What follows belongs to an exercise in optimizing a design on an open flow for small area, a short achievable clock period and few clock cycles; a production flow would make more cautious choices. Function was checked by simulation only, so behaviour that the tests miss may differ from the original. Power figures rest on the tool's default switching activity, not on a simulated workload.

### flow/config.mk
export PLATFORM = sky130hd
export DESIGN_NAME = riscv_cpu
export DESIGN_NICKNAME = riscv_cpu
export VERILOG_FILES = /design/flow/design.v
export SDC_FILE = /design/flow/constraint.sdc
export NUM_CORES = 4
export LEC_CHECK = 0
export CAP_MARGIN = 20
export CORE_MARGIN = 2
export CORE_UTILIZATION = 40
export PLACE_DENSITY = 0.6
export SETUP_SLACK_MARGIN = 3.5
export SLEW_MARGIN = 20
### flow/constraint.sdc
create_clock -name core_clock -period 9.0 [get_ports {clk}]
set_input_delay 1.8000 -clock core_clock [delete_from_list [all_inputs] [get_ports {clk}]]
set_output_delay 1.8000 -clock core_clock [all_outputs]
set_load 0.01 [all_outputs]
### flow/design.v
`timescale 1ns/1ps
module riscv_cpu (
    input  wire        clk,
    input  wire        rst_n,
    output wire [31:0] imem_addr,
    input  wire [31:0] imem_rdata,
    output wire [31:0] dmem_addr,
    output wire [31:0] dmem_wdata,
    output wire [1:0]  dmem_size,
    output wire        dmem_we,
    input  wire [31:0] dmem_rdata
);
    reg  [31:0] pc;
    reg         x_valid;
    reg  [31:0] x_a, x_b;         
    reg  [11:0] x_imm;            
    reg  [31:0] x_alt;            
    reg  [4:0]  x_rd;
    reg         x_wen;            
    reg         x_use_imm;
    reg         x_sub;            
    reg         x_uns;            
    reg         x_sra;            
    reg         x_sl;             
    reg         x_r_add, x_r_slt, x_r_xor, x_r_or, x_r_and, x_r_sh, x_r_alt;
    reg  [2:0]  x_f3;             
    reg         x_load, x_store, x_br, x_jalr;
    reg         x_blt, x_bsg, x_binv;
    reg         m_valid;
    reg  [31:0] m_res;
    reg  [31:0] m_sdata;
    reg  [4:0]  m_rd;
    reg         m_wen;
    reg         m_load, m_store;
    reg  [2:0]  m_f3;
    wire [32*32-1:0] rf_q;
    assign rf_q[31:0] = 32'b0;
    reg  [31:0] ld_data;
    always @(*) begin
        case (m_f3)
            3'b000:  ld_data = {{24{dmem_rdata[7]}}, dmem_rdata[7:0]};
            3'b001:  ld_data = {{16{dmem_rdata[15]}}, dmem_rdata[15:0]};
            3'b100:  ld_data = {24'b0, dmem_rdata[7:0]};
            3'b101:  ld_data = {16'b0, dmem_rdata[15:0]};
            default: ld_data = dmem_rdata;
        endcase
    end
    wire [31:0] wb_data = m_load ? ld_data : m_res;
    assign imem_addr  = pc;
    assign dmem_addr  = m_res;
    assign dmem_wdata = m_sdata;
    assign dmem_size  = m_f3[1:0];
    assign dmem_we    = m_valid & m_store;
    genvar gi;
    generate
        for (gi = 1; gi < 32; gi = gi + 1) begin : g_rf
            reg [31:0] r;
            always @(posedge clk)
                if (m_wen && m_rd == gi) r <= wb_data;
            assign rf_q[gi*32 +: 32] = r;
        end
    endgenerate
    wire [31:0] a  = x_a;
    wire [31:0] b  = x_b;
    wire [31:0] bi = x_use_imm ? {{20{x_imm[11]}}, x_imm} : b;
    wire [32:0] sum = {1'b0, a} + {1'b0, bi ^ {32{x_sub}}} + {32'b0, x_sub};
    wire        ltu = ~sum[32];
    wire        lts = (a[31] ^ bi[31]) ? a[31] : sum[31];
    wire        slt = x_uns ? ltu : lts;
    wire        eq  = (a == b);
    wire        lt  = $signed({x_bsg & a[31], a}) < $signed({x_bsg & b[31], b});
    wire        taken = (x_blt ? lt : eq) ^ x_binv;
    wire [4:0]  shamt = bi[4:0];
    reg  [31:0] a_rev, sh_rev;
    integer j;
    always @(*) for (j = 0; j < 32; j = j + 1) a_rev[j] = a[31 - j];
    wire [31:0] sh_in = x_sl ? a_rev : a;
    wire signed [32:0] sh_ext = {x_sra & a[31], sh_in};
    wire [31:0] sh_out = sh_ext >>> shamt;
    always @(*) for (j = 0; j < 32; j = j + 1) sh_rev[j] = sh_out[31 - j];
    wire [31:0] sh_res = x_sl ? sh_rev : sh_out;
    wire [31:0] x_res = ({32{x_r_add}} & sum[31:0]) |
                        ({32{x_r_slt}} & {31'b0, slt}) |
                        ({32{x_r_xor}} & (a ^ bi)) |
                        ({32{x_r_or}}  & (a | bi)) |
                        ({32{x_r_and}} & (a & bi)) |
                        ({32{x_r_sh}}  & sh_res) |
                        ({32{x_r_alt}} & x_alt);
    wire        redirect    = x_valid & ((x_br & taken) | x_jalr);
    wire [31:0] redirect_pc = x_jalr ? {sum[31:1], 1'b0} : x_alt;
    always @(posedge clk or negedge rst_n) begin
        if (!rst_n) begin
            m_valid <= 1'b0;
            m_wen   <= 1'b0;
            m_load  <= 1'b0;
            m_store <= 1'b0;
        end else begin
            m_valid <= x_valid;
            m_wen   <= x_valid & x_wen;
            m_load  <= x_valid & x_load;
            m_store <= x_valid & x_store;
        end
    end
    always @(posedge clk) begin
        m_res   <= x_res;
        m_sdata <= b;
        m_rd    <= x_rd;
        m_f3    <= x_f3;
    end
    wire [31:0] ins = imem_rdata;
    wire [4:0]  opc = ins[6:2];
    wire [4:0]  rs1 = ins[19:15];
    wire [4:0]  rs2 = ins[24:20];
    wire [4:0]  rd  = ins[11:7];
    wire [2:0]  f3  = ins[14:12];
    wire op_lui   = (opc == 5'b01101);
    wire op_auipc = (opc == 5'b00101);
    wire op_jal   = (opc == 5'b11011);
    wire op_jalr  = (opc == 5'b11001);
    wire op_br    = (opc == 5'b11000);
    wire op_load  = (opc == 5'b00000);
    wire op_store = (opc == 5'b01000);
    wire op_imm   = (opc == 5'b00100);
    wire op_reg   = (opc == 5'b01100);
    wire op_alu   = op_imm | op_reg;
    wire use_rs1 = op_jalr | op_br | op_load | op_store | op_alu;
    wire use_rs2 = op_br | op_store | op_reg;
    wire wr_rd   = (op_lui | op_auipc | op_jal | op_jalr | op_load | op_alu) & (rd != 5'd0);
    wire        sj = ins[3];
    wire        su = ins[2] & ~ins[3];
    wire        sg = ins[31];
    wire [31:0] timm;
    assign timm[0]     = 1'b0;
    assign timm[4:1]   = su ? 4'b0 : sj ? ins[24:21] : ins[11:8];
    assign timm[10:5]  = su ? 6'b0 : ins[30:25];
    assign timm[11]    = su ? 1'b0 : sj ? ins[20] : ins[7];
    assign timm[19:12] = (sj | su) ? ins[19:12] : {8{sg}};
    assign timm[30:20] = su ? ins[30:20] : {11{sg}};
    assign timm[31]    = sg;
    wire [31:0] tgt = pc + timm;
    wire [31:0] pc4 = pc + 32'd4;
    wire pred = op_jal | (op_br & ins[31]);
    wire [31:0] sel1, sel2;
    genvar gs;
    generate
        for (gs = 0; gs < 32; gs = gs + 1) begin : g_sel
            assign sel1[gs] = (rs1 == gs);
            assign sel2[gs] = (rs2 == gs);
        end
    endgenerate
    reg  [31:0] rf1, rf2;
    integer i;
    always @(*) begin
        rf1 = 32'b0;
        rf2 = 32'b0;
        for (i = 1; i < 32; i = i + 1) begin
            rf1 = rf1 | ({32{sel1[i]}} & rf_q[i*32 +: 32]);
            rf2 = rf2 | ({32{sel2[i]}} & rf_q[i*32 +: 32]);
        end
    end
    wire [31:0] ra  = (x_valid && x_wen && x_rd == rs1) ? x_res :
                      (m_wen && m_rd == rs1) ? wb_data : rf1;
    wire [31:0] rb  = (x_valid && x_wen && x_rd == rs2) ? x_res :
                      (m_wen && m_rd == rs2) ? wb_data : rf2;
    wire stall = x_valid & x_load & x_wen &
                 ((use_rs1 & (rs1 == x_rd)) | (use_rs2 & (rs2 == x_rd)));
    always @(posedge clk or negedge rst_n) begin
        if (!rst_n) begin
            pc      <= 32'b0;
            x_valid <= 1'b0;
        end else begin
            if (redirect)
                pc <= redirect_pc;
            else if (!stall)
                pc <= pred ? tgt : pc4;
            x_valid <= ~redirect & ~stall;
        end
    end
    always @(posedge clk) begin
        x_a       <= ra;
        x_b       <= rb;
        x_imm     <= op_store ? {ins[31:25], ins[11:7]} : ins[31:20];
        x_alt     <= op_lui ? {ins[31:12], 12'b0} :
                     ((op_br & ~ins[31]) | op_auipc) ? tgt : pc4;
        x_rd      <= rd;
        x_wen     <= wr_rd;
        x_use_imm <= ~(op_reg | op_br);
        x_sub     <= op_reg & ins[30] & (f3 == 3'b000) |
                     op_alu & (f3 == 3'b010 || f3 == 3'b011);
        x_uns     <= f3[0];
        x_sra     <= ins[30];
        x_sl      <= ~f3[2];
        x_r_add   <= (op_alu & (f3 == 3'b000)) | op_load | op_store;
        x_r_slt   <= op_alu & (f3 == 3'b010 || f3 == 3'b011);
        x_r_xor   <= op_alu & (f3 == 3'b100);
        x_r_or    <= op_alu & (f3 == 3'b110);
        x_r_and   <= op_alu & (f3 == 3'b111);
        x_r_sh    <= op_alu & (f3 == 3'b001 || f3 == 3'b101);
        x_r_alt   <= op_lui | op_auipc | op_jal | op_jalr;
        x_f3      <= f3;
        x_load    <= op_load;
        x_store   <= op_store & ~f3[2] & ~(f3[1] & f3[0]);
        x_br      <= op_br;
        x_jalr    <= op_jalr;
        x_blt     <= f3[2];
        x_bsg     <= ~f3[1];
        x_binv    <= f3[0] ^ ins[31];    
    end
endmodule
### flow/run.sh
#!/bin/bash
# synth_recipe.tcl (not shown) runs the flow's synth.tcl, then flattens the netlist and writes it again
# the make line also repeats each setting of config.mk as NAME=value (left out here)
make -C /OpenROAD-flow-scripts/flow DESIGN_CONFIG=/design/flow/config.mk WORK_HOME=/design/flow/orfs CLKGATE_MAP_FILE= SYNTH_SCRIPT=/design/flow/synth_recipe.tcl finish
==> run notes, run 1 <==
The detailed-route vias per instance came out at just over 7. The synthesized netlist cell count came out at about 5400. The compound-gate portion of the synthesized area is 0.2046. The number of antenna-violating nets in the routed design came out at 0.

The wire length on met1 is roughly 100000 µm. In this run the most critical hold path is launched from x_f3[1]. The critical path launch point type is an input port. The signed area change from the synthesized netlist to the final layout is 16.09%. After synthesis, the share of cell area in mux cells is 0.03412. The post-CTS clock slew at the launch and capture registers of the worst setup and hold paths came out at ~0.060 ns. The global placement routability congestion is approximately 1.0. The worst relative slew slack came out at 0.1290.

By count the netlist is led by sky130_fd_sc_hd__edfxtp_1, sky130_fd_sc_hd__a22oi_1, sky130_fd_sc_hd__nand2_1. By area, the combinational part of the netlist is dominated by compound AO/OA/AOI/OAI gates. The number of synthesized flops with an enable pin came out at 992.

Following the worst setup path forward leads to its endpoint at x_b[31]. In this run the worst path has a maximum fanout of 28. The timing startpoint of the critical path is imem_rdata[20]. After layout, the minimum clock period comes to roughly 5.7 ns.

For this configuration, the core starts out at a cell density of 0.4026. Wire segments on met2 add up to between 100000 and 150000 µm in the final route. The async set-or-reset flop fraction in the synthesized netlist is 0.02998. The library cell with the largest summed area after synthesis is sky130_fd_sc_hd__edfxtp_1. The signal on the critical path passes through clkdlybuf4s50_1 -> or3b_2 -> nor2_4 -> buf_4 -> a22oi_1 -> nand2_1 -> nor4_1 -> and3_1 -> a31oi_1 -> nor2_1 -> a21oi_1. The standby leakage power is between 20 and 30 nW. A synthesized cell averages about 11 µm².

The most used flip-flop cell after synthesis is sky130_fd_sc_hd__edfxtp_1. The synthesized-area fraction occupied by adder cells is 0.03298. The required time of the worst setup path came out at roughly 10 ns. Grouping stages by cell kind, the critical path spends the most delay in buffers and inverters. The source-to-sink clock delay at the later pin of the worst-skew pair came out at 0.83 ns. For this run, the post-layout net count is between 5000 and 6000. The total number of H-tree levels came out at 4.

The register bit total from synthesis is approximately 1200. The max-capacitance violation count is 0. The number of buffers added by the clock tree synthesis step came out at approximately 130.

In this run the critical register-to-register path is launched from x_use_imm. The root buffer cell is sky130_fd_sc_hd__clkbuf_16. The number of detailed-route iterations in the first pass came out at 9.

The initialized floorplan defines approximately 140 standard-cell rows. Summing every instance area after synthesis gives just over 60000 µm². The count of buffers added on input and output ports is 162. The most common cell in the netlist is sky130_fd_sc_hd__edfxtp_1. The power density over the cells came out at around 230 nW/µm². The number of buffers and inverters on the critical path is 2. For this design, the slowest cell found on the critical path is sky130_fd_sc_hd__clkdlybuf4s50_1.

The final setup violation count is 0. The die outline area came out at ~160000 µm². The global-route wire length before repair came out at between 400000 and 500000 µm. The total via count in the routed design is 55141. The fraction of the cycle the final worst path needs is 0.6292. The number of max-slew violations in the final report came out at 0. The die span in y is 395.0 µm. The routed length on met3 is between 40000 and 50000 µm. The CTS tree is yes. The sum of routed wire length over all layers came out at approximately 310000 µm.

Of the total synthesized cell area, the portion taken by AND, OR, NAND and NOR gates is 0.1057. The via count of the first global-routing pass came out at slightly above 50000. The worst-case clock skew is 0.05323 ns. The number of hold violations in the final report is 0.

The top achievable clock speed is 0.1766 GHz. The residual overflow from global routing is 0. The transition at the pin with the smallest max-transition slack is about 1.3 ns. For this run, the slowest stage of the critical path takes ~1.1 ns. Routed signal wires occupy layers up through met5. The DRC violation count after routing came out at 0. The run finished with no timing, DRC or antenna violations.

The sink count of the clock tree came out at approximately 1200. The worst supply voltage drop on vdd came out at ~190 µV. Data on the critical path arrives at its endpoint at roughly 6.4 ns. The share of the Yosys chip area taken by registers is 0.5693. The number of antenna violations at the first check in global routing is 21.

The cell count along the critical path is 11. The standard cell core area is ~150000 µm². Counting along the longest clock path gives a buffer depth of 3. The critical path endpoint category is a flop. The number of I/O pins came out at 165.

The die extent in x came out at approximately 400 µm. The number of warnings issued by yosys came out at 1. Ranked by total cell area, the synthesized netlist is headed by sky130_fd_sc_hd__edfxtp_1, sky130_fd_sc_hd__a22oi_1, sky130_fd_sc_hd__dfxtp_1, sky130_fd_sc_hd__nand2_1, sky130_fd_sc_hd__ha_1. After clock tree synthesis, the flow added hold-fix buffers numbering 0.

Entering global routing, the biggest net connects 50 pins. The endpoint identified for the worst register-to-register timing path is m_res[0]. The proportion of netlist area held by the largest area contributor is 0.4871.

The number of violations reported at the end of detailed-routing iteration 0 is around 11000. The worst hold slack after final layout is about 0.33 ns. For the final routed database, the setup TNS stands at 0 ns.

The kind of critical path is in -> reg. The detailed-placement wirelength estimate is between 150000 and 200000 µm. In the global route stage, overall resource usage came out at 0.3851.

Synthesis instantiated 87 different standard cells from the library. Of the total synthesized cell area, the portion taken by XOR and XNOR cells is 0.01919. Setup slack on the worst reg-to-reg path comes out at approximately 3.7 ns.

The worst hold path belongs to the class reg -> reg. The number of cells traversed by the worst register-to-register path is 17. The wire length per cell came out at 40.37 µm. For this run, the share of the core covered by cells in the final layout is 0.4674. Setup repair after global routing left no endpoint under its margin.

The share of cells above drive strength 1 came out at 0.1131.
-- cells by family after synthesis --
group / after synthesis
flops: 1234
xor+xnor: 134
simple gates: 1451
fa+ha+maj: 160
buf+inv: 535
compound gates: 1737
mux: 161
-- registers in the layout, summed over array words and instances, names as in the netlist, 5 cells and up --
signal,count
x_alt,32
x_b,32
x_imm,12
x_a,32
m_res,32
pc,32
m_sdata,32
x_rd,5
m_rd,5
g_rf.r,992
-- worst min path at each step --
stage | end | slack [ns] | depth (start not counted)
2_1_floorplan | m_f3[1] | 0.31 | 0
3_3_place_gp | m_f3[1] | 0.32 | 0
3_5_place_dp | m_f3[1] | 0.32 | 0
4_1_cts | m_f3[1] | 0.33 | 0
5_1_grt | m_f3[1] | 0.34 | 0
6_report | m_f3[1] | 0.33 | 0
-- metal layers --
layer | track usage | up-vias
met4 | 0.2921 | 23
met3 | 0.1432 | 1643
met2 | 0.5697 | 5519
met1 | 0.4545 | 26535
met5 | 0.003079 | -
li1 | - | 21421
-- power breakdown --
group,internal (mW),switching [mW],leakage (nW)
registers,6.57,0.570,11.3
logic,1.28,2.28,12.4
clock network,3.16,2.42,2.14
-- cell usage in the layout, fill, tap and decap left out, drive strengths merged, types with 53 or more instances in the layout --
master	instances
nand2	623
dfxtp	205
clkdlybuf4s50	159
nor3	62
a22oi	847
a31oi	64
edfxtp	992
o21ai	159
inv	175
nand4	53
mux2i	108
a222oi	67
xnor2	92
clkbuf	177
nor4	68
a21oi	199
nand3	96
a221oi	55
ha	158
nor2	373
buf	212
-- cell type report --
cell class	instances	area (µm²)
antenna	8	20.02
timing repair buffer	373	3413
multi-input combinational	3643	25210
inverter	168	630.6
fill	13631	80910
tap	2030	2540
clock inverter	66	734.5
clock buffer	176	3627
sequential	1234	34820
-- through the flow --
step,worst slack [ns],cell area (µm²),power (mW),std cells
3_5_place_dp,2.332,66430,10.62,7435
6_report,3.337,71000,16.28,7698
4_1_cts,3.532,70810,16.08,7677
2_1_floorplan,3.856,61160,8.969,5412
5_1_grt,3.501,70980,16.68,7690
3_3_place_gp,2.398,66410,10.60,7434
-- repair_timing --
item	4_1_cts	5_1_grt
setup buffers	0	12
gates resized for setup	5	9
pin swaps	0	3
gates cloned	0	0
endpoints found under the setup margin	11	31
Testbench counts, summed over its fixed seeds: cycles 49,879.
==> inputs of run 2 (changes only) <==
--- a/flow/design.v
+++ b/flow/design.v
@@ -13,11 +13,10 @@
     reg  [31:0] pc;
     reg         x_valid;
     reg  [31:0] x_a, x_b;         
-    reg  [11:0] x_imm;            
+    reg  [31:0] x_bi;             
     reg  [31:0] x_alt;            
     reg  [4:0]  x_rd;
     reg         x_wen;            
-    reg         x_use_imm;
     reg         x_sub;            
     reg         x_uns;            
     reg         x_sra;            
@@ -33,19 +32,17 @@
     reg         m_wen;
     reg         m_load, m_store;
     reg  [2:0]  m_f3;
+    reg         m_res_sel, m_lbh, m_lh, m_lw, m_lbs, m_lhs;
     wire [32*32-1:0] rf_q;
     assign rf_q[31:0] = 32'b0;
-    reg  [31:0] ld_data;
-    always @(*) begin
-        case (m_f3)
-            3'b000:  ld_data = {{24{dmem_rdata[7]}}, dmem_rdata[7:0]};
-            3'b001:  ld_data = {{16{dmem_rdata[15]}}, dmem_rdata[15:0]};
-            3'b100:  ld_data = {24'b0, dmem_rdata[7:0]};
-            3'b101:  ld_data = {16'b0, dmem_rdata[15:0]};
-            default: ld_data = dmem_rdata;
-        endcase
-    end
-    wire [31:0] wb_data = m_load ? ld_data : m_res;
+    wire        s7  = dmem_rdata[7];
+    wire        s15 = dmem_rdata[15];
+    wire [31:0] wb_data;
+    assign wb_data[7:0]   = ({8{m_lbh}}  & dmem_rdata[7:0])   | ({8{m_res_sel}} & m_res[7:0]);
+    assign wb_data[15:8]  = ({8{m_lh}}   & dmem_rdata[15:8])  | ({8{m_lbs}} & {8{s7}}) |
+                            ({8{m_res_sel}} & m_res[15:8]);
+    assign wb_data[31:16] = ({16{m_lw}}  & dmem_rdata[31:16]) | ({16{m_lbs}} & {16{s7}}) |
+                            ({16{m_lhs}} & {16{s15}}) | ({16{m_res_sel}} & m_res[31:16]);
     assign imem_addr  = pc;
     assign dmem_addr  = m_res;
     assign dmem_wdata = m_sdata;
@@ -62,7 +59,7 @@
     endgenerate
     wire [31:0] a  = x_a;
     wire [31:0] b  = x_b;
-    wire [31:0] bi = x_use_imm ? {{20{x_imm[11]}}, x_imm} : b;
+    wire [31:0] bi = x_bi;
     wire [32:0] sum = {1'b0, a} + {1'b0, bi ^ {32{x_sub}}} + {32'b0, x_sub};
     wire        ltu = ~sum[32];
     wire        lts = (a[31] ^ bi[31]) ? a[31] : sum[31];
@@ -106,6 +103,12 @@
         m_sdata <= b;
         m_rd    <= x_rd;
         m_f3    <= x_f3;
+        m_res_sel <= ~x_load;
+        m_lbh     <= x_load;                                    
+        m_lh      <= x_load & (x_f3[1:0] != 2'b00);             
+        m_lw      <= x_load & x_f3[1];                          
+        m_lbs     <= x_load & (x_f3 == 3'b000);                 
+        m_lhs     <= x_load & (x_f3 == 3'b001);                 
     end
     wire [31:0] ins = imem_rdata;
     wire [4:0]  opc = ins[6:2];
@@ -126,19 +129,20 @@
     wire use_rs1 = op_jalr | op_br | op_load | op_store | op_alu;
     wire use_rs2 = op_br | op_store | op_reg;
     wire wr_rd   = (op_lui | op_auipc | op_jal | op_jalr | op_load | op_alu) & (rd != 5'd0);
-    wire        sj = ins[3];
-    wire        su = ins[2] & ~ins[3];
     wire        sg = ins[31];
-    wire [31:0] timm;
-    assign timm[0]     = 1'b0;
-    assign timm[4:1]   = su ? 4'b0 : sj ? ins[24:21] : ins[11:8];
-    assign timm[10:5]  = su ? 6'b0 : ins[30:25];
-    assign timm[11]    = su ? 1'b0 : sj ? ins[20] : ins[7];
-    assign timm[19:12] = (sj | su) ? ins[19:12] : {8{sg}};
-    assign timm[30:20] = su ? ins[30:20] : {11{sg}};
-    assign timm[31]    = sg;
-    wire [31:0] tgt = pc + timm;
-    wire [31:0] pc4 = pc + 32'd4;
+    wire [20:0] immb = {{9{sg}}, ins[7], ins[30:25], ins[11:8], 1'b0};
+    wire [20:0] immj = {sg, ins[19:12], ins[20], ins[30:21], 1'b0};
+    wire [21:0] tb_lo  = {1'b0, pc[20:0]} + {1'b0, immb};
+    wire [21:0] tj_lo  = {1'b0, pc[20:0]} + {1'b0, immj};
+    wire [10:0] pc_hi  = pc[31:21];
+    wire [10:0] pc_inc, pc_dec;
+    incdec u_incdec (.x(pc_hi), .inc(pc_inc), .dec(pc_dec));
+    wire [10:0] tb_hi  = (tb_lo[21] == sg) ? pc_hi : tb_lo[21] ? pc_inc : pc_dec;
+    wire [10:0] tj_hi  = (tj_lo[21] == sg) ? pc_hi : tj_lo[21] ? pc_inc : pc_dec;
+    wire [31:0] tgt_b  = {tb_hi, tb_lo[20:0]};
+    wire [31:0] tgt_j  = {tj_hi, tj_lo[20:0]};
+    wire [31:0] tu     = {pc[31:12] + ins[31:12], pc[11:0]};
+    wire [31:0] pc4    = pc + 32'd4;
     wire pred = op_jal | (op_br & ins[31]);
     wire [31:0] sel1, sel2;
     genvar gs;
@@ -160,8 +164,13 @@
     end
     wire [31:0] ra  = (x_valid && x_wen && x_rd == rs1) ? x_res :
                       (m_wen && m_rd == rs1) ? wb_data : rf1;
-    wire [31:0] rb  = (x_valid && x_wen && x_rd == rs2) ? x_res :
-                      (m_wen && m_rd == rs2) ? wb_data : rf2;
+    wire        fx2 = x_valid && x_wen && x_rd == rs2;
+    wire [31:0] rb0 = (m_wen && m_rd == rs2) ? wb_data : rf2;
+    wire [31:0] rb  = fx2 ? x_res : rb0;
+    wire        use_imm = ~(op_reg | op_br);
+    wire [31:0] imm_is  = op_store ? {{20{ins[31]}}, ins[31:25], ins[11:7]} :
+                                     {{20{ins[31]}}, ins[31:20]};
+    wire [31:0] rbi = (fx2 & ~use_imm) ? x_res : use_imm ? imm_is : rb0;
     wire stall = x_valid & x_load & x_wen &
                  ((use_rs1 & (rs1 == x_rd)) | (use_rs2 & (rs2 == x_rd)));
     always @(posedge clk or negedge rst_n) begin
@@ -172,19 +181,19 @@
             if (redirect)
                 pc <= redirect_pc;
             else if (!stall)
-                pc <= pred ? tgt : pc4;
+                pc <= op_jal ? tgt_j : (op_br & sg) ? tgt_b : pc4;
             x_valid <= ~redirect & ~stall;
         end
     end
     always @(posedge clk) begin
         x_a       <= ra;
         x_b       <= rb;
-        x_imm     <= op_store ? {ins[31:25], ins[11:7]} : ins[31:20];
-        x_alt     <= op_lui ? {ins[31:12], 12'b0} :
-                     ((op_br & ~ins[31]) | op_auipc) ? tgt : pc4;
+        x_bi      <= rbi;
+        x_alt     <= op_lui   ? {ins[31:12], 12'b0} :
+                     op_auipc ? tu :
+                     (op_br & ~ins[31]) ? tgt_b : pc4;
         x_rd      <= rd;
         x_wen     <= wr_rd;
-        x_use_imm <= ~(op_reg | op_br);
         x_sub     <= op_reg & ins[30] & (f3 == 3'b000) |
                      op_alu & (f3 == 3'b010 || f3 == 3'b011);
         x_uns     <= f3[0];
@@ -207,3 +216,11 @@
         x_binv    <= f3[0] ^ ins[31];    
     end
 endmodule
+module incdec (
+    input  wire [10:0] x,
+    output wire [10:0] inc,
+    output wire [10:0] dec
+);
+    assign inc = x + 1'b1;
+    assign dec = x - 1'b1;
+endmodule
--- a/flow/config.mk
+++ b/flow/config.mk
@@ -8,6 +8,8 @@
 export CAP_MARGIN = 20
 export CORE_MARGIN = 2
 export CORE_UTILIZATION = 40
+export CTS_BUF_LIST = sky130_fd_sc_hd__clkbuf_4 sky130_fd_sc_hd__clkbuf_8
 export PLACE_DENSITY = 0.6
-export SETUP_SLACK_MARGIN = 3.5
+export SETUP_SLACK_MARGIN = 3.8
 export SLEW_MARGIN = 20
+export SYNTH_HIERARCHICAL = 1
==> run notes, run 2 <==
The worst setup path is launched from an input port. The global-route wire length before repair was 429300 µm (+2.6%). The share of cells above drive strength 1 is 0.1346 (+0.02154). The number of synthesized flops with an enable pin came to 992 (unchanged). The transition at the pin with the smallest max-transition slack is 1.258 ns (-0.04537 ns). The clock network power share was 0.313 (-0.030). The commonest cells after synthesis are sky130_fd_sc_hd__edfxtp_1, sky130_fd_sc_hd__a22oi_1, sky130_fd_sc_hd__nand2_1. The power density over the cells is 230.0 nW/µm² (+0.30%). The worst hold path begins at x_b[18].

The critical path endpoint category is a flop. The proportion of power drawn by flip-flops and latches was 0.434 (-0.005). The number of I/O pins came out at 165 (unchanged). The detailed-placement wirelength estimate is 194400 µm (+4.3%). The fraction of the cycle the final worst path needs came out at 0.5984 (-0.03078). The number of flip-flops in the largest register came out at 992 (unchanged). The worst flop-to-flop path endpoint is pc[18].

The max-capacitance violation count came out at 0 (unchanged). The sum of routed wire length over all layers came out at 317800 µm (+2.3%). The number of buffers added by the clock tree synthesis step is 203 (+53%). The wire length per cell is 39.56 µm (-2.0%).

The synthesized netlist cell count came to 5590 (+3.3%). The maximum number of pins on one net before global-route repair came to 61 (+22%). The number of buffers added to fix hold violations after cts is 0 (unchanged). The startpoint identified for the worst register-to-register timing path is x_a[6]. The worst relative slew slack is 0.1593 (+0.03032). Setup repair after global routing could not meet its margin everywhere. The run finished with no timing, DRC or antenna violations. The internal power summed over all cells came out at 10.96 mW (-0.49%). The initial standard-cell utilization of the core is 0.4038 (+0.001171).

The number of hold violations in the final report is 0 (unchanged). The proportion of netlist area held by the largest area contributor is 0.4706 (-0.01643). Summed over all instances, the cell type with the most area after synthesis is sky130_fd_sc_hd__edfxtp_1. The total number of H-tree levels was 4 (unchanged). The total routing resource utilization after global routing came out at 0.3792 (-0.005939). The die extent in x came out at 401.8 µm (+1.7%). The required time of the worst setup path is 9.89 ns (+0.18 ns).

The critical path is of the in -> reg type. The number of antenna-violating nets in the routed design is 0 (unchanged). The number of violations reported at the end of detailed-routing iteration 0 is 11821 (+7.0%). The register with the most flip-flops in the final layout is g_rf.r. The worst supply voltage drop on vdd is 157.4 µV (-16%). The residual overflow from global routing came out at 0 (unchanged). The data arrival at the endpoint of the critical path came out at 6.28 ns (-0.10 ns). The die span in y came out at 401.8 µm (+1.7%).

By area the synthesized netlist is led by sky130_fd_sc_hd__edfxtp_1, sky130_fd_sc_hd__a22oi_1, sky130_fd_sc_hd__dfxtp_1, sky130_fd_sc_hd__ha_1, sky130_fd_sc_hd__nand2_1. The async set-or-reset flop fraction in the synthesized netlist came out at 0.02862 (-0.001367). The number of I/O port buffers came out at 162 (unchanged).

The count of different cell masters after synthesis came out at 86 (-1.1%). The share of total power consumed by net switching came out at 0.3467 (+0.02304). The detailed-route vias per instance is 7.164 (about the same). The number of antenna violations at the first check in global routing is 14 (-33%). The via count of the first global-routing pass came out at 53540 (+4.7%). The power spent charging and discharging nets is 5.815 mW (+10%). The endpoint of the worst hold-timing path is m_sdata[18]. In this run the clock root is driven by a sky130_fd_sc_hd__clkbuf_8. The deepest clock path buffer count is 3 (unchanged). The final setup violation count came out at 0 (unchanged). The sequential cell area fraction in the yosys report is 0.5576 (-0.01169). The classification of the worst-slack hold path is reg -> reg. The DRC violation count after routing came out at 0 (unchanged).

The standard cell core area came out at 156800 µm² (+3.2%). The standard-cell row count is 145 (+1.4%). The mapped cell area was 63290 µm² (+3.5%). The part of the total power dissipated in combinational logic was 0.253 (+0.034). The synthesized area per cell came out at 11.32 µm² (+0.19%).

The source-to-sink clock delay at the later pin of the worst-skew pair is 1.00 ns (+0.17 ns). The final critical-path required period came out at 5.386 ns (-0.2771 ns). The register bit total from synthesis is 1258 (+1.9%). The top achievable clock speed came to 0.1857 GHz (+5.1%). The number of max-slew violations in the final report is 0 (unchanged).

The net total in the final layout is 6039 (+4.5%). The signed area change from the synthesized netlist to the final layout came out at 15.22%. Leaving out fill and tap cells, the most frequent cell in the layout is sky130_fd_sc_hd__edfxtp_1. The setup TNS after final layout is 0 ns (unchanged). The total via count in the routed design came to 57554 (+4.4%). The number of cells on the worst hold path was 0 (unchanged). The number of detailed-route iterations in the first pass was 10 (+1). The sink count of the clock tree came to 1258 (+1.9%). The number of cells traversed by the worst register-to-register path came to 11 (-6). The die outline area is 161400 µm² (+3.5%). TritonCTS built the clock tree. The reg-to-reg setup timing slack came out at 4.20 ns (+0.54 ns). The power after layout came out at 16.77 mW (+3.0%). The most used flip-flop cell after synthesis is sky130_fd_sc_hd__edfxtp_1.

The global placement routability congestion came out at 1.001 (-1.9%). The standby leakage power came out at 26.63 nW (+3.0%). The largest fanout on the critical path was 18 (-36%). The top cell types in the final layout, fill and taps aside, are sky130_fd_sc_hd__edfxtp_1, sky130_fd_sc_hd__a22oi_1, sky130_fd_sc_hd__nand2_1, sky130_fd_sc_hd__nor2_1, sky130_fd_sc_hd__dfxtp_1. The number of warnings issued by yosys was 7 (+6). The post-CTS clock slew at the launch and capture registers of the worst setup and hold paths came out at 0.06 ns (about the same). The worst-case clock skew is 0.06212 ns (+0.008894 ns). sky130_fd_sc_hd__edfxtp_1 is the most common cell in the netlist.
-- run 2: changes by cell type in the layout (fill, tap and decap cells not counted), sizes merged, moves of 26 or more --
cell / previous run / this run
nand2: 623 / 572
clkbuf: 177 / 273
nand3: 96 / 136
a31oi: 64 / 38
clkinv: 47 / 76
nor2: 373 / 330
xor2: 42 / 88
-- run 2: worst max path at each step --
| stage | startpoint | endpoint | slack [ns] | cells after the start |
|---|---|---|---|---|
| after detailed placement | imem_rdata[22] | x_bi[27] | 2.61 | 12 |
| after global routing | imem_rdata[8] | x_alt[26] | 3.73 | 12 |
| after global placement | imem_rdata[22] | x_bi[27] | 2.61 | 12 |
| after CTS | imem_rdata[22] | x_bi[29] | 3.81 | 12 |
| final | imem_rdata[24] | x_bi[29] | 3.61 | 11 |
| after floorplan | imem_rdata[22] | pc[28] | 4.20 | 14 |
-- run 2: power groups by stage --
stage	Combinational, mW	Clock, mW	Sequential (mW)
2_1_floorplan	2.55	0	7.09
3_3_place_gp	4.02	0	7.37
3_5_place_dp	4.05	0	7.37
4_1_cts	4.07	5.22	7.25
5_1_grt	4.49	5.46	7.28
6_report	4.25	5.25	7.28
-- run 2: logic make-up after synthesis --
kind of cell,Yosys count,share of synthesized area
mux,164,0.03673
buf+inv,575,0.03481
xor+xnor,156,0.02159
simple gates,1435,0.1040
compound gates,1824,0.2096
fa+ha+maj,178,0.03566
flops,1258,0.5576
-- run 2: modules after synthesis (local to each module, per instance) --
module / cells / flip-flops and latches / cell area (µm²) / times used
incdec: 52 / 0 / 387.9 / 1
riscv_cpu: 5538 / 1258 / 62910 / 1
-- run 2: area by class of cell --
| cell class | instances | area, µm² |
|---|---|---|
| Antenna cell | 11 | 27.53 |
| Tap cell | 2058 | 2575 |
| Fill cell | 14279 | 83820 |
| Timing Repair Buffer | 392 | 3523 |
| Sequential cell | 1258 | 35300 |
| Multi-Input combinational cell | 3757 | 26620 |
| Clock buffer | 273 | 3357 |
| Clock inverter | 102 | 839.6 |
| Inverter | 183 | 686.9 |
-- run 2: timing repair --
item	in CTS	in global routing
resized for setup	3	9
pin swaps	0	12
endpoints found under the setup margin	7	32
buffers inserted	0	31
-- run 2: worst max-delay path, cell delays in order --
cell                              delay (ns)
sky130_fd_sc_hd__clkdlybuf4s50_1        0.70
sky130_fd_sc_hd__buf_4                  0.33
sky130_fd_sc_hd__nand2_1                0.53
sky130_fd_sc_hd__nor2_4                 0.94
sky130_fd_sc_hd__buf_4                  0.59
sky130_fd_sc_hd__a22oi_1                0.17
sky130_fd_sc_hd__nand2_1                0.11
sky130_fd_sc_hd__nor3_1                 0.05
sky130_fd_sc_hd__a31oi_1                0.65
sky130_fd_sc_hd__a21o_1                 0.22
sky130_fd_sc_hd__o21a_1                 0.12
-- run 2: metal layers --
metal | track usage | share of wire
met1 | 0.4541 | 0.33
met2 | 0.5492 | 0.41
met3 | 0.1519 | 0.16
met4 | 0.2792 | 0.097
met5 | 0.002974 | 0.00091
-- run 2: stage by stage --
step	instance area (µm²)	cells	setup WS, ns	hold WS, ns	util
2_1_floorplan	63290	5590	4.199	0.3308	-
3_3_place_gp	68310	7617	2.614	0.3456	0.4358
3_5_place_dp	68320	7617	2.606	0.3451	0.4359
4_1_cts	72530	7992	3.808	0.3553	0.4627
5_1_grt	72910	8026	3.734	0.3631	0.4651
6_report	72930	8034	3.614	0.3533	0.4652
Testbench counts of run 2, summed over its fixed seeds: cycles 49,879.
==> inputs of run 3 (changes only) <==
--- a/flow/design.v
+++ b/flow/design.v
@@ -10,7 +10,8 @@
     output wire        dmem_we,
     input  wire [31:0] dmem_rdata
 );
-    reg  [31:0] pc;
+    reg  [31:2] pc_q;             
+    wire [31:0] pc = {pc_q, 2'b00};
     reg         x_valid;
     reg  [31:0] x_a, x_b;         
     reg  [31:0] x_bi;             
@@ -18,7 +19,6 @@
     reg  [4:0]  x_rd;
     reg         x_wen;            
     reg         x_sub;            
-    reg         x_uns;            
     reg         x_sra;            
     reg         x_sl;             
     reg         x_r_add, x_r_slt, x_r_xor, x_r_or, x_r_and, x_r_sh, x_r_alt;
@@ -60,12 +60,9 @@
     wire [31:0] a  = x_a;
     wire [31:0] b  = x_b;
     wire [31:0] bi = x_bi;
-    wire [32:0] sum = {1'b0, a} + {1'b0, bi ^ {32{x_sub}}} + {32'b0, x_sub};
-    wire        ltu = ~sum[32];
-    wire        lts = (a[31] ^ bi[31]) ? a[31] : sum[31];
-    wire        slt = x_uns ? ltu : lts;
-    wire        eq  = (a == b);
-    wire        lt  = $signed({x_bsg & a[31], a}) < $signed({x_bsg & b[31], b});
+    wire [31:0] sum = a + (bi ^ {32{x_sub}}) + {31'b0, x_sub};
+    wire        eq  = (a == bi);
+    wire        lt  = $signed({x_bsg & a[31], a}) < $signed({x_bsg & bi[31], bi});
     wire        taken = (x_blt ? lt : eq) ^ x_binv;
     wire [4:0]  shamt = bi[4:0];
     reg  [31:0] a_rev, sh_rev;
@@ -77,14 +74,14 @@
     always @(*) for (j = 0; j < 32; j = j + 1) sh_rev[j] = sh_out[31 - j];
     wire [31:0] sh_res = x_sl ? sh_rev : sh_out;
     wire [31:0] x_res = ({32{x_r_add}} & sum[31:0]) |
-                        ({32{x_r_slt}} & {31'b0, slt}) |
+                        ({32{x_r_slt}} & {31'b0, lt}) |
                         ({32{x_r_xor}} & (a ^ bi)) |
                         ({32{x_r_or}}  & (a | bi)) |
                         ({32{x_r_and}} & (a & bi)) |
                         ({32{x_r_sh}}  & sh_res) |
                         ({32{x_r_alt}} & x_alt);
     wire        redirect    = x_valid & ((x_br & taken) | x_jalr);
-    wire [31:0] redirect_pc = x_jalr ? {sum[31:1], 1'b0} : x_alt;
+    wire [31:0] redirect_pc = x_jalr ? {sum[31:2], 2'b0} : x_alt;
     always @(posedge clk or negedge rst_n) begin
         if (!rst_n) begin
             m_valid <= 1'b0;
@@ -141,7 +138,6 @@
     wire [10:0] tj_hi  = (tj_lo[21] == sg) ? pc_hi : tj_lo[21] ? pc_inc : pc_dec;
     wire [31:0] tgt_b  = {tb_hi, tb_lo[20:0]};
     wire [31:0] tgt_j  = {tj_hi, tj_lo[20:0]};
-    wire [31:0] tu     = {pc[31:12] + ins[31:12], pc[11:0]};
     wire [31:0] pc4    = pc + 32'd4;
     wire pred = op_jal | (op_br & ins[31]);
     wire [31:0] sel1, sel2;
@@ -162,26 +158,30 @@
             rf2 = rf2 | ({32{sel2[i]}} & rf_q[i*32 +: 32]);
         end
     end
-    wire [31:0] ra  = (x_valid && x_wen && x_rd == rs1) ? x_res :
+    wire        upper = op_lui | op_auipc;
+    wire        fx1 = x_valid && x_wen && x_rd == rs1 && !upper;
+    wire [31:0] ra0 = upper ? (op_lui ? 32'b0 : pc) :
                       (m_wen && m_rd == rs1) ? wb_data : rf1;
+    wire [31:0] ra  = fx1 ? x_res : ra0;
     wire        fx2 = x_valid && x_wen && x_rd == rs2;
     wire [31:0] rb0 = (m_wen && m_rd == rs2) ? wb_data : rf2;
     wire [31:0] rb  = fx2 ? x_res : rb0;
     wire        use_imm = ~(op_reg | op_br);
-    wire [31:0] imm_is  = op_store ? {{20{ins[31]}}, ins[31:25], ins[11:7]} :
+    wire [31:0] imm_x   = upper    ? {ins[31:12], 12'b0} :
+                          op_store ? {{20{ins[31]}}, ins[31:25], ins[11:7]} :
                                      {{20{ins[31]}}, ins[31:20]};
-    wire [31:0] rbi = (fx2 & ~use_imm) ? x_res : use_imm ? imm_is : rb0;
+    wire [31:0] rbi = (fx2 & ~use_imm) ? x_res : use_imm ? imm_x : rb0;
     wire stall = x_valid & x_load & x_wen &
                  ((use_rs1 & (rs1 == x_rd)) | (use_rs2 & (rs2 == x_rd)));
     always @(posedge clk or negedge rst_n) begin
         if (!rst_n) begin
-            pc      <= 32'b0;
+            pc_q    <= 30'b0;
             x_valid <= 1'b0;
         end else begin
             if (redirect)
-                pc <= redirect_pc;
+                pc_q <= redirect_pc[31:2];
             else if (!stall)
-                pc <= op_jal ? tgt_j : (op_br & sg) ? tgt_b : pc4;
+                pc_q <= op_jal ? tgt_j[31:2] : (op_br & sg) ? tgt_b[31:2] : pc4[31:2];
             x_valid <= ~redirect & ~stall;
         end
     end
@@ -189,30 +189,26 @@
         x_a       <= ra;
         x_b       <= rb;
         x_bi      <= rbi;
-        x_alt     <= op_lui   ? {ins[31:12], 12'b0} :
-                     op_auipc ? tu :
-                     (op_br & ~ins[31]) ? tgt_b : pc4;
+        x_alt     <= (op_br & ~ins[31]) ? {tgt_b[31:2], 2'b00} : pc4;
         x_rd      <= rd;
         x_wen     <= wr_rd;
-        x_sub     <= op_reg & ins[30] & (f3 == 3'b000) |
-                     op_alu & (f3 == 3'b010 || f3 == 3'b011);
-        x_uns     <= f3[0];
+        x_sub     <= op_reg & ins[30] & (f3 == 3'b000);
         x_sra     <= ins[30];
         x_sl      <= ~f3[2];
-        x_r_add   <= (op_alu & (f3 == 3'b000)) | op_load | op_store;
+        x_r_add   <= (op_alu & (f3 == 3'b000)) | op_load | op_store | upper;
         x_r_slt   <= op_alu & (f3 == 3'b010 || f3 == 3'b011);
         x_r_xor   <= op_alu & (f3 == 3'b100);
         x_r_or    <= op_alu & (f3 == 3'b110);
         x_r_and   <= op_alu & (f3 == 3'b111);
         x_r_sh    <= op_alu & (f3 == 3'b001 || f3 == 3'b101);
-        x_r_alt   <= op_lui | op_auipc | op_jal | op_jalr;
+        x_r_alt   <= op_jal | op_jalr;
         x_f3      <= f3;
         x_load    <= op_load;
         x_store   <= op_store & ~f3[2] & ~(f3[1] & f3[0]);
         x_br      <= op_br;
         x_jalr    <= op_jalr;
         x_blt     <= f3[2];
-        x_bsg     <= ~f3[1];
+        x_bsg     <= op_br ? ~f3[1] : ~f3[0];
         x_binv    <= f3[0] ^ ins[31];    
     end
 endmodule
--- a/flow/config.mk
+++ b/flow/config.mk
@@ -10,6 +10,6 @@
 export CORE_UTILIZATION = 40
 export CTS_BUF_LIST = sky130_fd_sc_hd__clkbuf_4 sky130_fd_sc_hd__clkbuf_8
 export PLACE_DENSITY = 0.6
-export SETUP_SLACK_MARGIN = 3.8
+export SETUP_SLACK_MARGIN = 4.3
 export SLEW_MARGIN = 20
 export SYNTH_HIERARCHICAL = 1
==> run notes, run 3 <==
The DRC violation count after routing is 0 (unchanged). The power density over the cells is 227.4 nW/µm² (-1.1%). The number of antenna violations at the first check in global routing was 26 (+12). The proportion of netlist area held by the largest area contributor came to 0.4863 (+0.01566). The number of cells on the worst hold path came out at 0 (unchanged).

The total via count in the routed design came to 56560 (-1.7%). The source-to-sink clock delay at the later pin of the worst-skew pair came out at 1.03 ns (+0.03 ns). The standard cell core area is 152100 µm² (-3.0%). The final core area utilization is 0.4716 (+0.006305). The number of hold violations in the final report is 0 (unchanged). The register bit total from synthesis is 1254 (-0.32%). The maximum number of pins on one net before global-route repair is 58 (-4.9%). The setup TNS after final layout was 0 ns (unchanged). The sequential cell area in the final layout is 35210 µm² (-0.25%). The die outline area was 156300 µm² (-3.2%). Among the stages of the critical path, the cell type that occurs most often is sky130_fd_sc_hd__buf_4. The top achievable clock speed is 0.2043 GHz (+10%). The sum of routed wire length over all layers came to 321700 µm (+1.2%). The worst setup path is captured at a flop.

The die extent in x is 395.3 µm (-1.6%). The number of buffers added by the clock tree synthesis step was 196 (-3.4%). The commonest non-fill, non-tap cell in the layout is sky130_fd_sc_hd__edfxtp_1. In the synthesized netlist, the cells that appear most often are sky130_fd_sc_hd__edfxtp_1, sky130_fd_sc_hd__a22oi_1, sky130_fd_sc_hd__nand2_1. The required time of the worst setup path came out at 9.81 ns (-0.08 ns). Ranked by total cell area, the synthesized netlist is headed by sky130_fd_sc_hd__edfxtp_1, sky130_fd_sc_hd__dfxtp_1, sky130_fd_sc_hd__a22oi_1, sky130_fd_sc_hd__ha_1, sky130_fd_sc_hd__a221oi_1. The number of I/O pins is 165 (unchanged). The detailed-route vias per instance is 7.384 (+3.1%).

The number of I/O port buffers came out at 160 (-1.2%). The async set-or-reset flop fraction in the synthesized netlist was 0.02711 (-0.001504). The number of violations reported at the end of detailed-routing iteration 0 came out at 12651 (+7.0%). The global placement routability congestion is 1.020 (+1.8%). The run finished with no timing, DRC or antenna violations.

Setup repair after global routing could not meet its margin everywhere. The post-CTS clock slew at the launch and capture registers of the worst setup and hold paths came out at 0.06 ns (about the same). The deepest clock path buffer count came out at 3 (unchanged). The number of synthesized flops with an enable pin came out at 992 (unchanged). The wire length per cell was 42.00 µm (+6.2%).

The number of antenna-violating nets in the routed design came out at 0 (unchanged). The number of placed instances, taps included is 7193 (-5.6%). The count of different cell masters after synthesis came out at 104 (+21%). The most common cell in the netlist is sky130_fd_sc_hd__edfxtp_1. The number of cells traversed by the worst register-to-register path was 12 (+1). The critical path launch point type is an input port. The number of warnings issued by yosys came out at 7 (unchanged). The residual overflow from global routing came out at 0 (unchanged).

The number of detailed-route iterations in the first pass is 13 (+3). The final setup violation count is 0 (unchanged). The worst setup path is of the in -> reg kind.

The synthesized area per cell came out at 11.85 µm² (+4.7%). The tightest min-delay check is of the reg -> reg type. The worst-case clock skew came out at 0.07173 ns (+0.009604 ns).

The worst relative slew slack came out at 0.1140 (-0.04527). The global-route wire length before repair is 430200 µm (+0.22%). The transition at the pin with the smallest max-transition slack came out at 1.319 ns (+0.06074 ns). The final critical-path required period came to 4.896 ns (-0.4903 ns).

For this run, the leading register cell type out of synthesis is sky130_fd_sc_hd__edfxtp_1. The cell count along the critical path came out at 12 (+1). The max-capacitance violation count was 0 (unchanged). The worst supply voltage drop on vdd is 149.4 µV (-5.1%). The combined buffer and inverter count along the critical path came out at 4 (+1). The standard-cell row count is 143 (-1.4%). Traced cell by cell, the critical path runs through clkdlybuf4s50_1 -> buf_4 -> nand2b_2 -> nor2_4 -> buf_4 -> buf_4 -> a22oi_1 -> nand4_1 -> nor4_1 -> a21oi_1 -> a22oi_1 -> o21ai_0.

The detailed-placement wirelength estimate was 186100 µm (-4.3%). In the layout the commonest cells are sky130_fd_sc_hd__edfxtp_1, sky130_fd_sc_hd__a22oi_1, sky130_fd_sc_hd__nand2_1, sky130_fd_sc_hd__buf_4, sky130_fd_sc_hd__dfxtp_1. The fraction of the cycle the final worst path needs came to 0.5439 (-0.05448). The initial standard-cell utilization of the core is 0.4028 (-0.001011). The net total in the final layout was 5685 (-5.9%). The synthesized netlist cell count came out at 5169 (-7.5%). The share of cells above drive strength 1 is 0.1612 (+0.02656). The total routing resource utilization after global routing is 0.3991 (+0.01990).

The total number of H-tree levels is 4 (unchanged). The cell family contributing the most delay on the critical path is simple AND/OR/NAND/NOR gates. The signed area change from the synthesized netlist to the final layout came out at 17.08%. The sequential cell area fraction in the yosys report came out at 0.5747 (+0.01708). The sink count of the clock tree is 1254 (-0.32%). The longest individual stage delay on the worst path came to 0.73 ns (-0.21 ns). The die span in y is 395.3 µm (-1.6%).

The count of filler cells inserted in the layout came out at 13636 (-4.5%). The standby leakage power is 25.74 nW (-3.3%). The number of buffers added to fix hold violations after cts came out at 0 (unchanged). TritonCTS built the clock tree. The number of max-slew violations in the final report is 0 (unchanged).

The data arrival at the endpoint of the critical path came out at 5.71 ns (-0.57 ns). The area used by multi-input combinational logic came out at 25060 µm² (-5.8%). The register with the most flip-flops is g_rf.r. The number of flip-flops in the largest register came out at 992 (unchanged). The via count of the first global-routing pass is 52220 (-2.5%). The library cell with the largest summed area after synthesis is sky130_fd_sc_hd__edfxtp_1. The root buffer cell is sky130_fd_sc_hd__clkbuf_8. The mapped cell area came to 61250 µm² (-3.2%).

The largest individual stage delay along the critical path comes from the cell sky130_fd_sc_hd__nor4_1. The post-route non-filler standard cell count is 7660 (-4.7%). The largest fanout on the critical path came to 13 (-5).
run 3: cell count changes in the layout (fill, tap and decap cells not counted), sizes merged, moves of 36 or more:
cell    delta
a22oi    -259
nand2    -155
nor2      -36
a221oi   +117
o221ai    +38
a22o     +116
buf       +61
nand4     +37
run 3: report_power, final:
group	leakage [nW]	internal, mW	switching (mW)	total (mW)
clock network	2.22	2.75	2.48	5.23
logic	12.1	1.42	2.39	3.81
registers	11.4	6.69	0.581	7.27
run 3: path summary, 6_finish.rpt:
| check | from | to | slack [ns] |
|---|---|---|---|
| setup / recovery | imem_rdata[18] | x_a[29] | 4.10 |
| hold / removal | x_b[11] | m_sdata[11] | 0.33 |
| setup reg to reg | x_bi[0] | x_bi[5] | 4.24 |
| hold reg to reg | x_b[11] | m_sdata[11] | 0.33 |
| max in group asynchronous | rst_n | pc_q[10] | 7.45 |
| min in group asynchronous | rst_n | m_valid | 0.95 |
run 3: timing repair:
item                       CTS  global route
gates resized for setup     40            32
setup buffers               72            11
setup endpoints to repair  106            72
pin swaps                   24             4
gates cloned                 2             0
run 3: logic make-up (layout without fill, tap and decap cells):
kind of cell | after synthesis | in the layout | synth area share
AO/OA/AOI/OAI | 1737 | 1737 | 0.2129
flip-flops | 1254 | 1254 | 0.5747
multiplexers | 145 | 145 | 0.03276
adder cells (fa/ha/maj) | 163 | 163 | 0.03366
buffers and inverters | 525 | 968 | 0.03380
AND/OR/NAND/NOR | 1199 | 1201 | 0.09139
XOR/XNOR | 145 | 145 | 0.02073
other | 1 | 17 | 0.00006122
run 3: layout make-up:
class,count,area share
sequential,1254,0.4910
multi-input combinational,3393,0.3495
timing repair buffer,454,0.05731
clock buffer,266,0.04634
tap,2030,0.03542
clock inverter,91,0.01169
inverter,157,0.008235
antenna,15,0.0005234
run 3: Yosys stat by module, one instance, submodules excluded:
module     cells inside  area, µm²  flip-flops and latches
incdec               52      387.9                       0
riscv_cpu          5117      60870                    1254
run 3: stage by stage:
step	hold WS (ns)	total power [mW]	area [µm²]	setup WS, ns
global route	0.3211	16.72	71690	4.205
CTS	0.3168	16.04	71260	4.247
detailed placement	0.3121	10.90	66340	2.580
finish	0.3252	16.31	71720	4.104
global placement	0.3105	10.85	66340	2.549
floorplan	0.3096	9.304	61260	4.567
run 3: layer usage:
metal,wire [µm],GRT usage,vias up
met1,106000,0.4772,27164
met2,125200,0.5397,6216
li1,-,-,21260
met3,57450,0.2086,1885
met4,32660,0.2956,35
met5,459,0.01478,-
Testbench counts of run 3, summed over its fixed seeds: cycles 49,879.
==> inputs of run 4 (changes only) <==
==> flow/flow/run.sh (new file) <==
#!/bin/bash
set -euo pipefail
bash standard.sh BUFFER_PORTS_ARGS="-buffer_cell sky130_fd_sc_hd__buf_4" finish > flow_make.log 2>&1
==> flow/standard.sh (new file) <==
#!/bin/bash
# synth_recipe.tcl (not shown) runs the flow's synth.tcl, then flattens the netlist and writes it again
# the make line also repeats each setting of config.mk as NAME=value (left out here)
make -C /OpenROAD-flow-scripts/flow DESIGN_CONFIG=/design/flow/config.mk WORK_HOME=/design/flow/orfs CLKGATE_MAP_FILE= SYNTH_SCRIPT=/design/flow/synth_recipe.tcl "${@:-finish}"
--- a/flow/config.mk
+++ b/flow/config.mk
@@ -8,7 +8,8 @@
 export CAP_MARGIN = 20
 export CORE_MARGIN = 2
 export CORE_UTILIZATION = 40
-export CTS_BUF_LIST = sky130_fd_sc_hd__clkbuf_4 sky130_fd_sc_hd__clkbuf_8
+export CTS_CLUSTER_DIAMETER = 75
+export CTS_CLUSTER_SIZE = 30
 export PLACE_DENSITY = 0.6
 export SETUP_SLACK_MARGIN = 4.3
 export SLEW_MARGIN = 20
removed: flow/run.sh
==> run notes, run 4 <==
The flow ran to the end and the layout has no timing, DRC or antenna violations. The standard cell core area came out at 152100 µm² (unchanged). In this run the worst setup path begins at imem_rdata[22]. The number of buffers added by the clock tree synthesis step is 74 (-62%).

The reg-to-reg setup timing slack came out at 4.17 ns (-0.07 ns). The total number of H-tree levels is 3 (-1). The register bit total from synthesis is 1254 (unchanged). The sequential cell area fraction in the yosys report is 0.5747 (unchanged). The classification of the worst-slack hold path is reg -> reg. The power density over the cells is 218.8 nW/µm² (-3.8%). The number of detailed-route iterations in the first pass came to 12 (-1).

The share of cells above drive strength 1 came to 0.1441 (-0.01703). The final setup violation count is 0 (unchanged). The signed area change from the synthesized netlist to the final layout is 12.72%. The count of different cell masters after synthesis was 104 (unchanged). The required time of the worst setup path came to 9.58 ns (-0.23 ns).

The sink count of the clock tree is 1254 (unchanged). The setup TNS after final layout came to 0 ns (unchanged). The number of antenna-violating nets in the routed design came out at 0 (unchanged).

The number of I/O pins is 165 (unchanged). The detailed-placement wirelength estimate came out at 179500 µm (-3.6%). The worst setup path is captured at a flop. The slowest stage of the critical path is the sky130_fd_sc_hd__o211ai_1 cell. The initial standard-cell utilization of the core came out at 0.4028 (unchanged). The async set-or-reset flop fraction in the synthesized netlist came to 0.02711 (unchanged). In this design, the largest share of critical-path delay is due to compound AO/OA/AOI/OAI gates. Setup repair after global routing could not meet its margin everywhere. The post-CTS clock slew at the launch and capture registers of the worst setup and hold paths came out at 0.09 ns (+0.03 ns). The net total in the final layout came to 5493 (-3.4%). Among all cell types in the netlist, the one instantiated most often is sky130_fd_sc_hd__edfxtp_1. The worst setup path is of the in -> reg kind. The maximum number of pins on one net before global-route repair is 62 (+6.9%).

The mapped cell area came out at 61250 µm² (unchanged). The number of warnings issued by yosys came out at 7 (unchanged). The deepest clock path buffer count came to 3 (unchanged). The number of max-slew violations in the final report came out at 0 (unchanged). The fraction of the cycle the final worst path needs came out at 0.5418 (-0.002162). The final critical-path required period came out at 4.876 ns (-0.01946 ns). The register with the most flip-flops in the final layout is g_rf.r.

The combined buffer and inverter count along the critical path was 2 (-2). The number of I/O port buffers is 160 (unchanged). The worst supply voltage drop on vdd came to 145.5 µV (-2.6%). The DRC violation count after routing is 0 (unchanged). Walking the worst path, the cells encountered are buf_4 -> xor2_1 -> nor4_1 -> nand3_4 -> buf_4 -> o211ai_1 -> o21ai_0. The data arrival at the endpoint of the critical path is 5.45 ns (-0.26 ns). The proportion of netlist area held by the largest area contributor came to 0.4863 (unchanged). Sorting the synthesized cells by area gives the leading types as sky130_fd_sc_hd__edfxtp_1, sky130_fd_sc_hd__dfxtp_1, sky130_fd_sc_hd__a22oi_1, sky130_fd_sc_hd__ha_1, sky130_fd_sc_hd__a221oi_1. The transition at the pin with the smallest max-transition slack came to 1.320 ns (+0.001397 ns). The top achievable clock speed is 0.2051 GHz (+0.40%). The standard-cell row count is 143 (unchanged).

In this run the critical register-to-register path is launched from x_sl. The largest fanout on the critical path is 34 (+21). The total routing resource utilization after global routing came out at 0.3849 (-0.01412). The library cells used most frequently in the layout, excluding fill and tap cells, are sky130_fd_sc_hd__edfxtp_1, sky130_fd_sc_hd__a22oi_1, sky130_fd_sc_hd__nand2_1, sky130_fd_sc_hd__buf_4, sky130_fd_sc_hd__dfxtp_1. The power after layout is 15.11 mW (-7.4%). The synthesized area per cell came out at 11.85 µm² (unchanged). The max-capacitance violation count came out at 0 (unchanged). The die span in y is 395.3 µm (unchanged). TritonCTS built the clock tree.

The count of filler cells inserted in the layout is 13771 (+0.99%). The commonest non-fill, non-tap cell in the layout is sky130_fd_sc_hd__edfxtp_1. The sum of routed wire length over all layers came to 310300 µm (-3.6%).

The global-route wire length before repair is 416900 µm (-3.1%). The tree is rooted in a sky130_fd_sc_hd__clkbuf_16. The die extent in x is 395.3 µm (unchanged).

The via count of the first global-routing pass is 50163 (-3.9%). By count the netlist is led by sky130_fd_sc_hd__edfxtp_1, sky130_fd_sc_hd__a22oi_1, sky130_fd_sc_hd__nand2_1. The worst relative slew slack is 0.1198 (+0.005833). The number of synthesized flops with an enable pin is 992 (unchanged). The most used flip-flop cell after synthesis is sky130_fd_sc_hd__edfxtp_1. The residual overflow from global routing is 0 (unchanged). The global placement routability congestion is 1.045 (+2.5%).

The cell that appears most often on the critical path is sky130_fd_sc_hd__buf_4. The library cell with the largest summed area after synthesis is sky130_fd_sc_hd__edfxtp_1. The post-detailed-placement cell area came out at 65530 µm² (-1.2%). The die outline area is 156300 µm² (unchanged). The standby leakage power came out at 24.55 nW (-4.6%).

The worst-case clock skew is 0.07307 ns (+0.001346 ns). The total via count in the routed design came out at 54578 (-3.5%). The final non-filler cell area is 69040 µm² (-3.7%). The number of hold violations in the final report came out at 0 (unchanged). The number of flip-flops in the largest register is 992 (unchanged). The number of antenna violations at the first check in global routing is 22 (-15%). The worst min-delay path startpoint is x_b[28]. The number of buffers added to fix hold violations after cts came out at 0 (unchanged). The longest individual stage delay on the worst path came out at 1.06 ns (+0.33 ns). STA classifies the critical path startpoint as an input port. The detailed-route vias per instance came to 7.410 (+0.36%). The number of violations reported at the end of detailed-routing iteration 0 came out at 11816 (-6.6%). The source-to-sink clock delay at the later pin of the worst-skew pair is 0.79 ns (-0.24 ns).

The wire length per cell was 42.13 µm (+0.31%). The synthesized netlist cell count is 5169 (unchanged).
## run 4: layout make-up
cell class / count / area [µm²] / area share
sequential: 1254 / 35220 / 0.5101
timing repair buffer: 386 / 3045 / 0.04411
antenna: 14 / 35.03 / 0.0005074
tap: 2030 / 2540 / 0.03679
clock buffer: 82 / 1903 / 0.02756
inverter: 157 / 590.6 / 0.008554
clock inverter: 51 / 802.0 / 0.01162
multi-input combinational: 3391 / 24910 / 0.3608
## run 4: power breakdown
group	internal (mW)	total [mW]	leakage (nW)	switching (mW)
combinational	1.38	3.72	11.8	2.34
clock	1.74	4.11	1.29	2.37
sequential	6.68	7.28	11.4	0.599
## run 4: Yosys stat by module (local to each module, per instance)
module / flip-flops and latches / times used
riscv_cpu: 1254 / 1
incdec: 0 / 1
## run 4: worst register-to-register path: stages (launching register included)
cell and delay (ns):
sky130_fd_sc_hd__dfxtp_2 0.32, sky130_fd_sc_hd__buf_4 0.61, sky130_fd_sc_hd__mux4_2 0.69, sky130_fd_sc_hd__mux2_2 0.30
sky130_fd_sc_hd__mux2i_1 0.22, sky130_fd_sc_hd__nor2_1 0.06, sky130_fd_sc_hd__nor3_1 0.34, sky130_fd_sc_hd__nor2_1 0.21
sky130_fd_sc_hd__o211ai_1 0.55, sky130_fd_sc_hd__nand3_1 0.60, sky130_fd_sc_hd__o21a_1 0.58, sky130_fd_sc_hd__a21o_1 0.26
## run 4: through the flow
stage,instances,setup slack [ns],util,hold slack [ns]
5_1_grt,7352,4.087,0.4538,0.3418
3_5_place_dp,7155,3.241,0.4309,0.3128
3_3_place_gp,7154,3.241,0.4307,0.3106
2_1_floorplan,5170,4.567,-,0.3096
4_1_cts,7301,4.287,0.4498,0.3319
6_report,7365,4.124,0.4540,0.3296
## run 4: final timing paths
path                          endpoint  cells past startpoint
max                             x_b[1]                      7
max in group asynchronous      pc_q[8]                      1
max reg2reg                    x_bi[4]                     11
min reg2reg                m_sdata[28]                      0
min in group asynchronous      m_valid                      1
min                        m_sdata[28]                      0
## run 4: cell families after synthesis
| logic type | Yosys count | share of synthesized area |
|---|---|---|
| AO/OA/AOI/OAI | 1737 | 0.2129 |
| flip-flops | 1254 | 0.5747 |
| AND/OR/NAND/NOR | 1199 | 0.09139 |
| buffers and inverters | 525 | 0.03380 |
| adder cells (fa/ha/maj) | 163 | 0.03366 |
| XOR/XNOR | 145 | 0.02073 |
| multiplexers | 145 | 0.03276 |
| other | 1 | 0.00006122 |
## run 4: what timing repair did
| action | 4_1_cts | 5_1_grt |
|---|---|---|
| endpoints found under the hold margin | 0 | 0 |
| pin swaps | 6 | 9 |
| endpoints found under the setup margin | 50 | 50 |
| resized for setup | 13 | 16 |
| buffers inserted | 13 | 41 |
## run 4: metal layers
| metal | vias up | part of all wire | track usage |
|---|---|---|---|
| met2 | 5734 | 0.39 | 0.5256 |
| met4 | 40 | 0.098 | 0.2753 |
| met5 | - | 0.0017 | 0.01447 |
| met3 | 1750 | 0.17 | 0.1789 |
| li1 | 20798 | - | - |
| met1 | 26256 | 0.34 | 0.4746 |
==> inputs of run 5 (changes only) <==
--- a/flow/config.mk
+++ b/flow/config.mk
@@ -8,9 +8,9 @@
 export CAP_MARGIN = 20
 export CORE_MARGIN = 2
 export CORE_UTILIZATION = 40
-export CTS_CLUSTER_DIAMETER = 75
+export CTS_CLUSTER_DIAMETER = 70
 export CTS_CLUSTER_SIZE = 30
 export PLACE_DENSITY = 0.6
-export SETUP_SLACK_MARGIN = 4.3
+export SETUP_SLACK_MARGIN = 4.6
 export SLEW_MARGIN = 20
 export SYNTH_HIERARCHICAL = 1
==> run notes, run 5 <==
Traced cell by cell, the critical path runs through buf_4 -> or3b_2 -> nor2_4 -> buf_4 -> a22oi_1 -> nand4_1 -> nor3_1 -> nand2_1 -> o211ai_1 -> clkbuf_4 -> o221ai_1. The setup TNS after final layout came out at 0 ns (unchanged). The worst setup path is captured at a flop. The power spent charging and discharging nets was 5.555 mW (+4.6%). The initial standard-cell utilization of the core came out at 0.4028 (unchanged). The number of cells traversed by the worst register-to-register path came out at 12 (+1). The combined buffer and inverter count along the critical path is 3 (+1).

The top achievable clock speed came to 0.2137 GHz (+4.2%). The part of the total power dissipated in combinational logic is 0.242 (-0.004). The number of antenna-violating nets in the routed design came out at 0 (unchanged). The count of different cell masters after synthesis is 104 (unchanged).

The number of buffers added by the clock tree synthesis step came out at 81 (+9.5%). Sorting the synthesized cells by area gives the leading types as sky130_fd_sc_hd__edfxtp_1, sky130_fd_sc_hd__dfxtp_1, sky130_fd_sc_hd__a22oi_1, sky130_fd_sc_hd__ha_1, sky130_fd_sc_hd__a221oi_1. The via count of the first global-routing pass is 50584 (+0.84%). The register bit total from synthesis came to 1254 (unchanged). Setup repair after global routing could not meet its margin everywhere. The largest fanout on the critical path came out at 32 (-5.9%). The final setup violation count is 0 (unchanged).

The number of antenna violations at the first check in global routing is 20 (-9.1%). The synthesized area per cell is 11.85 µm² (unchanged). sky130_fd_sc_hd__edfxtp_1 takes more of the synthesized area than any other cell.

The net total in the final layout came out at 5558 (+1.2%). The share of cells above drive strength 1 is 0.1631 (+0.01891). The synthesized netlist cell count was 5169 (unchanged). The detailed-route vias per instance came out at 7.430 (+0.26%). The proportion of power drawn by flip-flops and latches came out at 0.466 (-0.016). The transition at the pin with the smallest max-transition slack was 1.239 ns (-0.08158 ns). The standard-cell row count came out at 143 (unchanged). The post-CTS clock slew at the launch and capture registers of the worst setup and hold paths was 0.11 ns (+0.02 ns).

The detailed-placement wirelength estimate came to 185400 µm (+3.3%). The run finished with no timing, DRC or antenna violations. The worst setup path is launched from an input port.

In the post-synthesis netlist, the cell with the most instances is sky130_fd_sc_hd__edfxtp_1. Among cell families on the critical path, the largest total delay comes from buffers and inverters.
-- run 5: cell counts after synthesis --
Identical to the previous run, type by type.
-- run 5: final cells by class --
type                       instances  area, µm²  share of cell area
clock buffer                      84       2059             0.02933
inverter                         157      589.3            0.008393
tap                             2030       2540             0.03617
sequential                      1254      35220              0.5016
antenna                           12      30.03           0.0004277
clock inverter                    67       1134             0.01614
timing repair buffer             442       3505             0.04991
multi-input combinational       3393      25140              0.3581
-- run 5: power by group through the flow --
stage / Sequential, mW / Combinational (mW) / Clock, mW
after CTS: 7.24 / 3.55 / 4.49
final: 7.26 / 3.77 / 4.53
after global routing: 7.28 / 3.98 / 4.71
after detailed placement: 7.38 / 3.49 / 0
after global placement: 7.37 / 3.46 / 0
after floorplan: 7.10 / 2.20 / 0
-- run 5: stage by stage --
step                area, µm²  hold WS [ns]    util  cells  total power [mW]
floorplan               61260        0.3096       -   5170             9.305
global placement        65720        0.3099  0.4321   7182             10.83
detailed placement      65750        0.3121  0.4324   7184             10.86
CTS                     69440        0.3329  0.4566   7371             15.29
global route            70190        0.3373  0.4615   7429             15.97
finish                  70220        0.3235  0.4617   7439             15.57
-- run 5: cell families after synthesis --
kind of cell               Yosys count  share of synthesized area
adders and majority gates          163                    0.03366
AOI/OAI and AO/OA                 1737                     0.2129
buffers and inverters              525                    0.03380
DFF                               1254                     0.5747
and+or+nand+nor                   1199                    0.09139
muxes                              145                    0.03276
other                                1                 0.00006122
xor gates and xnor gates           145                    0.02073
-- run 5: worst register-to-register path, stage by stage, from the launching register on --
cell	delay, ns
sky130_fd_sc_hd__dfxtp_1	0.35
sky130_fd_sc_hd__buf_4	0.32
sky130_fd_sc_hd__xor2_1	0.20
sky130_fd_sc_hd__ha_1	0.32
sky130_fd_sc_hd__a21o_1	0.19
sky130_fd_sc_hd__a21oi_1	0.30
sky130_fd_sc_hd__nor3b_2	0.39
sky130_fd_sc_hd__o41a_1	0.35
sky130_fd_sc_hd__nor2_1	0.06
sky130_fd_sc_hd__nor3_1	0.19
sky130_fd_sc_hd__xnor2_1	0.17
sky130_fd_sc_hd__a21oi_1	0.82
sky130_fd_sc_hd__o21ai_0	0.40
-- run 5: routing by layer --
| metal | vias to the layer above | track usage | share of wire |
|---|---|---|---|
| met5 | - | 0.01170 | 0.0012 |
| li1 | 20950 | - | - |
| met1 | 26521 | 0.4873 | 0.34 |
| met3 | 1796 | 0.1820 | 0.18 |
| met2 | 5977 | 0.5298 | 0.39 |
| met4 | 28 | 0.2753 | 0.097 |
-- run 5: Yosys stat by module, one instance, submodules excluded --
module	times used	cells	cell area, µm²	flops+latches
riscv_cpu	1	5117	60870	1254
incdec	1	52	387.9	0
-- run 5: what timing repair did --
item | 4_1_cts | 5_1_grt
buffers inserted | 35 | 51
gates cloned | 1 | 2
endpoints found under the setup margin | 95 | 84
gates resized for setup | 41 | 55
pin swaps | 12 | 20
endpoints found under the hold margin | 0 | 0
hold buffers | 0 | 0
-- run 5: final timing paths --
check,from,endpoint
worst max-delay path,imem_rdata[22],x_bi[11]
worst min-delay path,x_b[29],m_sdata[29]
worst max register to register,x_bi[3],x_b[15]
worst min register to register,x_b[29],m_sdata[29]
max in group asynchronous,rst_n,pc_q[4]
min in group asynchronous,rst_n,m_valid

Re-timed with assumed drivers on the ports (clkbuf_16 on the clock, buf_2 on other inputs), run 5 has 4.397 ns of setup slack against 4.320 ns with ideal ports, and 3.527 ns once port delays also move by the mid clock arrival of 0.871 ns.
